This design comes from an exercise in tuning for small area and a short achievable clock period on the open sky130 flow, not from production work. RTL that was checked went through simulation tests only; none was proved equivalent to the original. No activity file was given, so power comes from the tool's default toggle rates.

== main ==
==> flow/design.v (excerpt) <==
module neurona_capa_1(
    weight_0, weight_1, weight_2, weight_3, weight_4, weight_5, weight_6, weight_7, weight_8, weight_9, weight_10, weight_11, weight_12, weight_13, weight_14, weight_15, weight_16, weight_17, weight_18, weight_19, weight_20, weight_21, weight_22, weight_23, weight_24, weight_25, weight_26, weight_27, weight_28, weight_29, weight_30, weight_31, weight_32, weight_33, weight_34, weight_35, weight_36, weight_37, weight_38, weight_39, weight_40, weight_41, weight_42, weight_43, weight_44, weight_45, weight_46, weight_47, weight_48,
  ...
==> flow/config.mk <==
export PLATFORM = sky130hd
export DESIGN_NAME = neurona_capa_1
export DESIGN_NICKNAME = neurona_capa_1
export VERILOG_FILES = /design/flow/design.v
export SDC_FILE = /design/flow/constraint.sdc
export NUM_CORES = 4
export LEC_CHECK = 0
export CAP_MARGIN = 20
export CORE_MARGIN = 2
export CORE_UTILIZATION = 40
export CTS_BUF_LIST = sky130_fd_sc_hd__clkbuf_4 sky130_fd_sc_hd__clkbuf_8
export SLEW_MARGIN = 20
export SYNTH_HIERARCHICAL = 1
export SYNTH_MINIMUM_KEEP_SIZE = 0
==> flow/constraint.sdc <==
create_clock -name core_clock -period 8.0 [get_ports {clk}]
set_input_delay 1.6000 -clock core_clock [delete_from_list [all_inputs] [get_ports {clk}]]
set_output_delay 1.6000 -clock core_clock [all_outputs]
set_load 0.01 [all_outputs]
standard.sh (not shown) runs the stock make flow with config.mk's settings and CLKGATE_MAP_FILE= SYNTH_SCRIPT=/design/flow/synth_recipe.tcl, a recipe that flattens the netlist after the stock synthesis.
==> flow/flow/run.sh <==
#!/bin/bash
# Own layout flow: the standard flow (standard.sh, unchanged synthesis),
# with two changes: the port buffers buffer_ports inserts are buf_1 cells
# (timing repair resizes them where needed), and the setup repair margin is
# 4.4 ns for the pre-placement repair in floorplan and 4.7 ns for the
# repairs after clock-tree synthesis and global routing, so that gates are
# upsized from placed timing rather than from the wire-less estimate.
set -euo pipefail
export BUFFER_PORTS_ARGS="-buffer_cell sky130_fd_sc_hd__buf_1"
SETUP_SLACK_MARGIN=4.4 bash standard.sh synth floorplan > standard_floorplan.log 2>&1
SETUP_SLACK_MARGIN=4.7 bash standard.sh > standard.log 2>&1
Setup changes, main to the feature branch
==> flow/flow/run.sh <==
#!/bin/bash
# Own layout flow: the standard flow (standard.sh, unchanged synthesis),
# with two changes: the port buffers buffer_ports inserts are buf_1 cells
# (timing repair resizes them where needed), and the setup repair margin is
# 0 ns for the pre-placement repair in floorplan and 4.85 ns for the
# repairs after clock-tree synthesis and global routing, so that gates are
# upsized from placed timing rather than from the wire-less estimate.
set -euo pipefail
export BUFFER_PORTS_ARGS="-buffer_cell sky130_fd_sc_hd__buf_1"
SETUP_SLACK_MARGIN=0 bash standard.sh synth floorplan > standard_floorplan.log 2>&1
SETUP_SLACK_MARGIN=4.85 bash standard.sh > standard.log 2>&1
Post-synthesis simple-gate area fraction came out exactly the same in main and the feature branch.
| proportion of total power due to net switching | higher: main |
Taking main as the reference, in the feature branch relative contribution of combinational cells to total power now larger; clock-cell share of area closely matched the old numbers; final-layout worst hold slack barely changed.
Run comparison: the feature branch class of the most critical setup path reg2reg; main class of the most critical setup path in2reg
Number of slew-limit violations in the final report: the feature branch vs main identical
Setup slack in the feature branch is larger than in main.
Diff main -> the feature branch | number of fill cells in the layout | decrease of 64
Changes observed in the feature branch relative to main: final period utilization dropped 1.0 points, number of ordinary and repair buffers in the finished layout climbed about 0.45%.

neurona_capa_1 again, from the RTL that the note above started with.
export LEC_CHECK = 0
export CAP_MARGIN = 20
export CORE_MARGIN = 2
export CORE_UTILIZATION = 40
export CTS_BUF_LIST = sky130_fd_sc_hd__clkbuf_4 sky130_fd_sc_hd__clkbuf_8
export SLEW_MARGIN = 20
export SYNTH_HIERARCHICAL = 1
export SYNTH_MINIMUM_KEEP_SIZE = 0
create_clock -name core_clock -period 8.0 [get_ports {clk}]
==> flow/flow/run.sh <==
#!/bin/bash
# Own layout flow: the standard flow (standard.sh, unchanged synthesis),
# with two changes: the port buffers buffer_ports inserts are buf_1 cells
# (timing repair resizes them where needed), and the setup repair margin is
# 0 ns for the pre-placement repair in floorplan and 5.0 ns for the
# repairs after clock-tree synthesis and global routing, so that gates are
# upsized from placed timing rather than from the wire-less estimate.
set -euo pipefail
export BUFFER_PORTS_ARGS="-buffer_cell sky130_fd_sc_hd__buf_1"
SETUP_SLACK_MARGIN=0 bash standard.sh synth floorplan > standard_floorplan.log 2>&1
SETUP_SLACK_MARGIN=5.0 bash standard.sh > standard.log 2>&1
==> next run, changes <==
==> flow/flow/run.sh (replaced) <==
#!/bin/bash
# Own layout flow: the standard flow (standard.sh, unchanged synthesis),
# except that the port buffers buffer_ports inserts are buf_1 cells rather
# than the default it picks; timing repair resizes them where needed.
set -euo pipefail
export BUFFER_PORTS_ARGS="-buffer_cell sky130_fd_sc_hd__buf_1"
bash standard.sh > standard.log 2>&1
Settings changed: ABC_CLOCK_PERIOD_IN_PS set to 1500, SETUP_SLACK_MARGIN set to 4.7.
- clock power fell by about 5%
- core utilization fell by 5.8 points
- sequential power is about the same
- non-clock buffer count went down by 8
- total power fell by 11%
- synthesized cell count does not change
- setup slack got worse by 71 ps
==> next run, changes <==
Settings changed: ABC_CLOCK_PERIOD_IN_PS 1500 to not set, CORE_UTILIZATION 40 to 50.
The new run completed without violations.
Power shrinks by 2.0%.
Wire length shrinks by 4.3%.
First-iteration DRC count grows by 3.4%.
Worst setup slack loses 98 ps.
Die area shrinks by 20%.
Combinational power shrinks by about 2%.
Clock skew shrinks by 9.9 ps.
==> next run, changes <==
Settings changed: CORE_UTILIZATION 50 to 40, SETUP_SLACK_MARGIN 4.7 to 4.6.
Maximum frequency hardly moves.
Worst setup slack gains 4.8 ps.
Cell count goes up by 3.7%.
Global-route usage decreases by 5.0 points.
Via count went up by 0.69%.
==> next run, changes <==
Settings changed: SETUP_SLACK_MARGIN 4.6 to 4.7.
Cell count stays flat.
Worst setup slack is better by 93 ps.
Via count went down by 1.7%.
Utilization climbs by 1.2 points.
==> next run, changes <==
Settings changed: SETUP_SLACK_MARGIN 4.7 to 4.8.
The new run produced a clean layout; cell area went up by 2.8%; count of clock-buffer cells in the layout goes down by 1; hold slack degrades by 5.0 ps; wire length is lower by about 0.55%; synthesized area does not change; core utilization came out higher by 1.4 points; fmax decreases by 2.9%; worst setup slack loses 99 ps; sequential share of layout area came out lower by 0.40 points; power came out higher by about 4%.

== job 101 ==
Starting RTL as in the previous note.
clock: 8.0 ns
lec_check: 0
cap_margin: 20
core_margin: 2
core_utilization: 40
cts_buf_list: sky130_fd_sc_hd__clkbuf_4 sky130_fd_sc_hd__clkbuf_8
setup_slack_margin: 4.75
slew_margin: 20
synth_hierarchical: 1
synth_minimum_keep_size: 0
==> flow/flow/run.sh <==
#!/bin/bash
# Own layout flow: the standard flow (standard.sh, unchanged synthesis),
# except that the port buffers buffer_ports inserts are buf_1 cells rather
# than the default it picks; timing repair resizes them where needed.
set -euo pipefail
export BUFFER_PORTS_ARGS="-buffer_cell sky130_fd_sc_hd__buf_1"
bash standard.sh > standard.log 2>&1
Job 101 reached the end of the flow, and the finished layout is clean on the timing, design-rule and antenna checks.
--- input diff job 101..job 102 ---
- removing SETUP_SLACK_MARGIN (formerly 4.75)
==> flow/flow/run.sh <==
#!/bin/bash
# Own layout flow: the standard flow (standard.sh, unchanged synthesis),
# with two changes: the port buffers buffer_ports inserts are buf_1 cells
# (timing repair resizes them where needed), and the setup repair margin is
# 0 ns for the pre-placement repair in floorplan and 4.7 ns for the
# repairs after clock-tree synthesis and global routing, so that gates are
# upsized from placed timing rather than from the wire-less estimate.
set -euo pipefail
export BUFFER_PORTS_ARGS="-buffer_cell sky130_fd_sc_hd__buf_1"
SETUP_SLACK_MARGIN=0 bash standard.sh synth floorplan > standard_floorplan.log 2>&1
SETUP_SLACK_MARGIN=4.7 bash standard.sh > standard.log 2>&1
- Job 102 ended up with pixel_37 as its launching instance or port of the critical path; job 101 ended up with r1[40]$_DFF_P_.
- Job 102 | status: complete | timing, DRC, antenna: pass
- Job 102 vs. job 101: total power draw +0.068 mW; number of antenna violations at the first check in global routing fell 1; layout-stage area growth over the synthesis result fell by 2.9 points.

Setup of tundra:
neurona_capa_1, a different RTL version from the one above (not shown whole).
Size in the first run: about 990 cells after synthesis, ~110 flip-flops, roughly 450 I/O pins, ~11000 sq um of cells after synthesis.
Settings: LEC_CHECK=0, CAP_MARGIN=20, CORE_MARGIN=2, CORE_UTILIZATION=40, CTS_BUF_LIST=sky130_fd_sc_hd__clkbuf_4 sky130_fd_sc_hd__clkbuf_8, SETUP_SLACK_MARGIN=4.7, SLEW_MARGIN=20, SYNTH_HIERARCHICAL=1, SYNTH_MINIMUM_KEEP_SIZE=0; clock period 8.0 ns.
==> flow/flow/run.sh <==
#!/bin/bash
# Own layout flow: the standard flow (standard.sh, unchanged synthesis),
# except that the port buffers buffer_ports inserts are buf_1 cells rather
# than the default it picks; timing repair resizes them where needed.
set -euo pipefail
export BUFFER_PORTS_ARGS="-buffer_cell sky130_fd_sc_hd__buf_1"
bash standard.sh > standard.log 2>&1
tundra completed every stage of the flow, and the final layout passed the timing, design-rule and antenna checks.
Setup changes, tundra to violet
- SETUP_SLACK_MARGIN no longer set, was 4.7
==> flow/flow/run.sh <==
#!/bin/bash
# Own layout flow: the standard flow (standard.sh, unchanged synthesis),
# with two changes: the port buffers buffer_ports inserts are buf_1 cells
# (timing repair resizes them where needed), and the setup repair margin is
# 0 ns for the pre-placement repair in floorplan and 4.7 ns for the
# repairs after clock-tree synthesis and global routing, so that gates are
# upsized from placed timing rather than from the wire-less estimate.
set -euo pipefail
export BUFFER_PORTS_ARGS="-buffer_cell sky130_fd_sc_hd__buf_1"
SETUP_SLACK_MARGIN=0 bash standard.sh synth floorplan > standard_floorplan.log 2>&1
SETUP_SLACK_MARGIN=4.7 bash standard.sh > standard.log 2>&1
### Flow results
violet finished all stages; the layout is clean.
On post-detailed-routing wire length, tundra beats violet.
Sort tundra and violet by sequential share of layout area, descending, and violet comes first.
Post-route minimum period (violet over tundra): increase, 0.020 ns
In the final reports, the cell area of violet is smaller than that of tundra.
Reported for tundra and violet, number of signal-net buffers in the layout turned out identical to the last digit.
Diff tundra -> violet: total power per unit cell area now sits higher; share of total power in combinational logic lost 0.2 points; maximum frequency from static timing analysis went down 0.62%; fraction of met2 tracks used by global routing now larger.
No functional check of the RTL was part of any run of this note.

==> separate check: timing with driven ports <==
The flow's constraints put no driver on any port. The routed layouts listed below were extracted and timed again, unchanged, in two steps. Step 1 sets driving cells, clkbuf_16 on the clock port and buf_2 on the other inputs (assumed; they add their load-dependent delay and slew). Step 2 moves the port delays by t, midway between the first and last clock arrival at a register: inputs arrive t later, outputs are due t later. That takes back most of the time a late clock gives input paths. a / b / c = ideal ports / drivers / drivers and shift; a / b = the first two.
run	t (ns)	setup slack, ns	worst setup path at the end
main	0.407	4.725 / 4.736 / 4.329	input to register
the feature branch	0.410	4.808 / 4.800 / 4.441	input to register
the first run of note 2	0.406	4.799 / 4.799 / 4.434	input to register
the second run of note 2	0.412	4.727 / 4.684 / 4.330	input to register
the third run of note 2	0.413	4.629 / 4.629 / 4.311	input to register
the fourth run of note 2	0.414	4.634 / 4.642 / 4.239	input to register
the fifth run of note 2	0.412	4.727 / 4.684 / 4.330	input to register
the sixth run of note 2	0.428	4.628 / 4.628 / 4.420	input to register
job 101	0.417	4.698 / 4.698 / 4.369	input to register
job 102	0.407	4.725 / 4.736 / 4.329	input to register
tundra	0.422	4.725 / 4.745 / 4.322	input to register
violet	0.416	4.705 / 4.725 / 4.308	input to register
After both steps every run listed still meets setup and hold. The setup slack of tundra, which loses most, moves by +0.020 ns with the drivers and by -0.403 ns with both steps.
